Source: an optimization exercise on an open RTL-to-GDS flow (aim: small area, a short achievable clock period and few clock cycles per item). Production flows keep margins and buffers that such runs may drop.
Where RTL was checked, it was by simulation tests only, not by an equivalence proof against the original.

==> wip/raven <==
==> flow/design.v <==
`timescale 1ns / 1ps
module systolic_array_matrix_mul #(
    parameter N = 4,
    parameter DATA_WIDTH = 16
) (
    input  logic                            clk,
    input  logic                            reset,
    input  logic                            start,
    input  logic [N*N*DATA_WIDTH-1:0]       matrix_a,
    input  logic [N*N*DATA_WIDTH-1:0]       matrix_b,
    output logic [N*N*DATA_WIDTH-1:0]       matrix_c,
    output logic                            done
);
    logic       busy;
    logic [1:0] k;           
    logic [DATA_WIDTH-1:0] a_sel [N];
    logic [DATA_WIDTH-1:0] b_sel [N];
    always_comb begin
        for (int i = 0; i < N; i++) begin
            a_sel[i] = matrix_a[(i*N+k)*DATA_WIDTH +: DATA_WIDTH];
            b_sel[i] = matrix_b[(k*N+i)*DATA_WIDTH +: DATA_WIDTH];
        end
    end
    always_ff @(posedge clk or posedge reset) begin
        if (reset) begin
            busy <= 1'b0;
            k    <= 2'd0;
            done <= 1'b0;
        end else begin
            done <= busy && (k == 2'd3);
            if (!busy) begin
                if (start) begin
                    busy <= 1'b1;
                    k    <= 2'd1;
                end else begin
                    k    <= 2'd0;
                end
            end else begin
                k <= k + 2'd1;
                if (k == 2'd3) begin
                    busy <= 1'b0;
                    k    <= 2'd0;
                end
            end
        end
    end
    always_ff @(posedge clk) begin
        for (int r = 0; r < N; r++)
            for (int c = 0; c < N; c++)
                if (!busy)
                    matrix_c[(r*N+c)*DATA_WIDTH +: DATA_WIDTH] <= a_sel[r] * b_sel[c];
                else
                    matrix_c[(r*N+c)*DATA_WIDTH +: DATA_WIDTH] <=
                        matrix_c[(r*N+c)*DATA_WIDTH +: DATA_WIDTH] + a_sel[r] * b_sel[c];
    end
endmodule
==> flow/flow/run.sh <==
#!/bin/bash
# The standard layout (the standard.sh), with one change: the buffers that
# placement puts on every input and output port are buf_2 cells, which the
# resizer may then size, instead of the slow delay-buffer cell buffer_ports
# picks by default.  Each tool's output goes to a log in this folder.
set -euo pipefail
bash standard.sh BUFFER_PORTS_ARGS="-buffer_cell sky130_fd_sc_hd__buf_2" > layout.log 2>&1
==> flow/standard.sh <==
#!/bin/bash
# synth_recipe.tcl (not shown) runs the flow's synth.tcl, then flattens the netlist and writes it again
# the make line also repeats each setting of config.mk as NAME=value (left out here)
make -C /OpenROAD-flow-scripts/flow DESIGN_CONFIG=/design/flow/config.mk WORK_HOME=/design/flow/orfs CLKGATE_MAP_FILE= SYNTH_SCRIPT=/design/flow/synth_recipe.tcl "${@:-finish}"
==> flow/config.mk <==
export PLATFORM = sky130hd
export DESIGN_NAME = systolic_array_matrix_mul
export DESIGN_NICKNAME = systolic_array_matrix_mul
export VERILOG_FILES = /design/flow/design.v
export SDC_FILE = /design/flow/constraint.sdc
export NUM_CORES = 4
export LEC_CHECK = 0
export CAP_MARGIN = 20
export CORE_MARGIN = 2
export CORE_UTILIZATION = 40
export PLACE_DENSITY = 0.6
export SLEW_MARGIN = 20
==> flow/constraint.sdc <==
create_clock -name core_clock -period 9.0 [get_ports {clk}]
set_input_delay 1.8000 -clock core_clock [delete_from_list [all_inputs] [get_ports {clk}]]
set_output_delay 1.8000 -clock core_clock [all_outputs]
set_load 0.01 [all_outputs]
==> wip/amber (differences from wip/raven) <==
==> flow/run.sh (new file) <==
#!/bin/bash
# synth_recipe.tcl (not shown) runs the flow's synth.tcl, then flattens the netlist and writes it again
# the make line also repeats each setting of config.mk as NAME=value (left out here)
make -C /OpenROAD-flow-scripts/flow DESIGN_CONFIG=/design/flow/config.mk WORK_HOME=/design/flow/orfs CLKGATE_MAP_FILE= SYNTH_SCRIPT=/design/flow/synth_recipe.tcl finish
removed: flow/flow/run.sh
removed: flow/standard.sh
==> wip/violet (differences from wip/raven) <==
==> flow/design.v (replaced) <==
`timescale 1ns / 1ps
module systolic_array_matrix_mul #(
    parameter N = 4,             
    parameter DATA_WIDTH = 16    
) (
    input  logic                            clk,
    input  logic                            reset,
    input  logic                            start,
    input  logic [N*N*DATA_WIDTH-1:0]       matrix_a,  
    input  logic [N*N*DATA_WIDTH-1:0]       matrix_b,  
    output logic [N*N*DATA_WIDTH-1:0]       matrix_c,  
    output logic                            done
);
    logic [DATA_WIDTH-1:0] a_in [N];        
    logic [DATA_WIDTH-1:0] b_in [N];        
    logic [DATA_WIDTH-1:0] a_flow [N][N];   
    logic [DATA_WIDTH-1:0] b_flow [N][N];   
    logic [DATA_WIDTH-1:0] c_partial [N][N];  
    typedef enum logic [1:0] {IDLE, COMPUTE, DONE} state_t;
    state_t state;
    logic [$clog2(3*N)-1:0] cycle_count;
    logic clear;
    assign clear = (state == IDLE) && start;
    genvar i, j;
    generate
        for (i = 0; i < N; i++) begin : row_gen
            for (j = 0; j < N; j++) begin : col_gen
                pe #(
                    .DATA_WIDTH(DATA_WIDTH)
                ) pe_inst (
                    .clk(clk),
                    .reset(reset),
                    .clear(clear),
                    .a_in( j == 0 ? a_in[i] : a_flow[i][j-1] ),
                    .b_in( i == 0 ? b_in[j] : b_flow[i-1][j] ),
                    .a_out(a_flow[i][j]),
                    .b_out(b_flow[i][j]),
                    .c_out(c_partial[i][j])
                );
            end
        end
    endgenerate
    always_ff @(posedge clk or posedge reset) begin
        if (reset) begin
            state <= IDLE;
            cycle_count <= 0;
            done <= 0;
            matrix_c <= 0;
        end else begin
            done <= 0;
            case (state)
                IDLE: begin
                    cycle_count <= 0;
                    if (start) state <= COMPUTE;
                end
                COMPUTE: begin
                    cycle_count <= cycle_count + 1;
                    if (cycle_count == 3*N - 3) state <= DONE;
                end
                DONE: begin
                    for (int r = 0; r < N; r++) begin
                        for (int c = 0; c < N; c++) begin
                            matrix_c[(r*N+c)*DATA_WIDTH +: DATA_WIDTH] <= c_partial[r][c];
                        end
                    end
                    done <= 1;
                    state <= IDLE;
                end
                default: state <= IDLE;
            endcase
        end
    end
    always_comb begin
        for (int i = 0; i < N; i++) begin
            a_in[i] = 0;
            for (int k = 0; k < N; k++)
                if (state == COMPUTE && cycle_count == i + k)
                    a_in[i] = matrix_a[(i*N+k)*DATA_WIDTH +: DATA_WIDTH];
        end
        for (int j = 0; j < N; j++) begin
            b_in[j] = 0;
            for (int k = 0; k < N; k++)
                if (state == COMPUTE && cycle_count == j + k)
                    b_in[j] = matrix_b[(k*N+j)*DATA_WIDTH +: DATA_WIDTH];
        end
    end
endmodule
module pe #(
    parameter DATA_WIDTH = 16
) (
    input  logic                  clk,
    input  logic                  reset,
    input  logic                  clear,    
    input  logic [DATA_WIDTH-1:0] a_in,     
    input  logic [DATA_WIDTH-1:0] b_in,     
    output logic [DATA_WIDTH-1:0] a_out,    
    output logic [DATA_WIDTH-1:0] b_out,    
    output logic [DATA_WIDTH-1:0] c_out     
);
    logic [DATA_WIDTH-1:0] c_reg;
    always_ff @(posedge clk or posedge reset) begin
        if (reset) begin
            c_reg <= 0;
            a_out <= 0;
            b_out <= 0;
        end else begin
            if (clear)
                c_reg <= 0;
            else
                c_reg <= c_reg + (a_in * b_in);  
            a_out <= a_in;                   
            b_out <= b_in;                   
        end
    end
    assign c_out = c_reg;
endmodule
==> flow/run.sh (new file) <==
#!/bin/bash
# synth_recipe.tcl (not shown) runs the flow's synth.tcl, then flattens the netlist and writes it again
# the make line also repeats each setting of config.mk as NAME=value (left out here)
make -C /OpenROAD-flow-scripts/flow DESIGN_CONFIG=/design/flow/config.mk WORK_HOME=/design/flow/orfs CLKGATE_MAP_FILE= SYNTH_SCRIPT=/design/flow/synth_recipe.tcl finish
removed: flow/flow/run.sh
removed: flow/standard.sh
==> qor summary <==
item	wip/amber	wip/violet	wip/raven
Critical R2R Launch	k[1]	cycle_count[0]	k[1]
Horizontal extent of the die	460 um	505 um	460 um
Multi-input logic portion of the cell area	67.1%	57.7%	72.8%
Area taken by multi-input logic gates	0.0692 mm^2	0.0673 mm^2	0.0692 mm^2
Number of global-route vias before repair	78000	81600	75900
Buffering stage count on the worst path with inverters included	5	5	6
Area share of fa/ha/maj cells after synthesis	46.8%	40.5%	46.8%
DIE HEIGHT	460 um	505 um	460 um
Critical Path Source Type	primary input	flop	flop
Run status	finished clean	finished clean	finished clean
Final weighted congestion of routability-driven global placement	0.967	0.987	1.00
Area after DPL	0.102 mm^2	0.113 mm^2	0.0937 mm^2
Flip-flop and latch count after synthesis	260	903	260
Worst clock skew	25.0 ps	68.8 ps	28.9 ps
Most instantiated flip-flop cell in the synthesis netlist	sky130_fd_sc_hd__dfxtp_1	sky130_fd_sc_hd__dfrtp_1	sky130_fd_sc_hd__dfxtp_1
Signal buf overhead	16.2%	8.02%	9.05%
Effective utilization at floorplan	40.2%	40.3%	40.2%
First-pass iteration count of the detailed router	5	7	6
Testbench counts of wip/raven, summed over its fixed seeds: cycles 1,288, items 320.
Testbench counts of wip/amber, summed over its fixed seeds: cycles 1,288, items 320.
For wip/violet, only the layout was checked, not whether the RTL still works.

## separate check: timing with driven ports
The results above use ideal ports. As a check the final layouts listed here were re-extracted and re-timed, cells and wires unchanged.
Step 1: set_driving_cell puts a clkbuf_16 on clk and a buf_2 on each other input, an assumption about the parent block.
Step 2 adds t to the input delays and takes it off the output delays; t is the mean of the earliest and latest rising clock arrival at the registers after step 1. Input paths then give back, and output paths get back, about the clock's delay inside the block.
Slacks: no drivers / after step 1 / after step 2; pairs: no drivers / after step 1.
run | t, ns | slack for setup (ns) | latest minus earliest clock arrival (ns) | worst data-port slew with drivers (ns)
wip/raven | 0.749 | 0.396 / 0.396 / -0.153 | 0.030 / 0.030 | 0.44
wip/amber | 0.752 | 0.293 / 0.367 / -0.386 | 0.029 / 0.029 | 0.43
wip/violet | 0.889 | 0.369 / 0.369 / 0.201 | 0.077 / 0.077 | 0.18
With both steps, setup timing fails in wip/raven and wip/amber, where it was met with ideal ports. For wip/amber, which loses most, drivers alone change the setup slack by +0.074 ns; drivers and shift together by -0.679 ns.
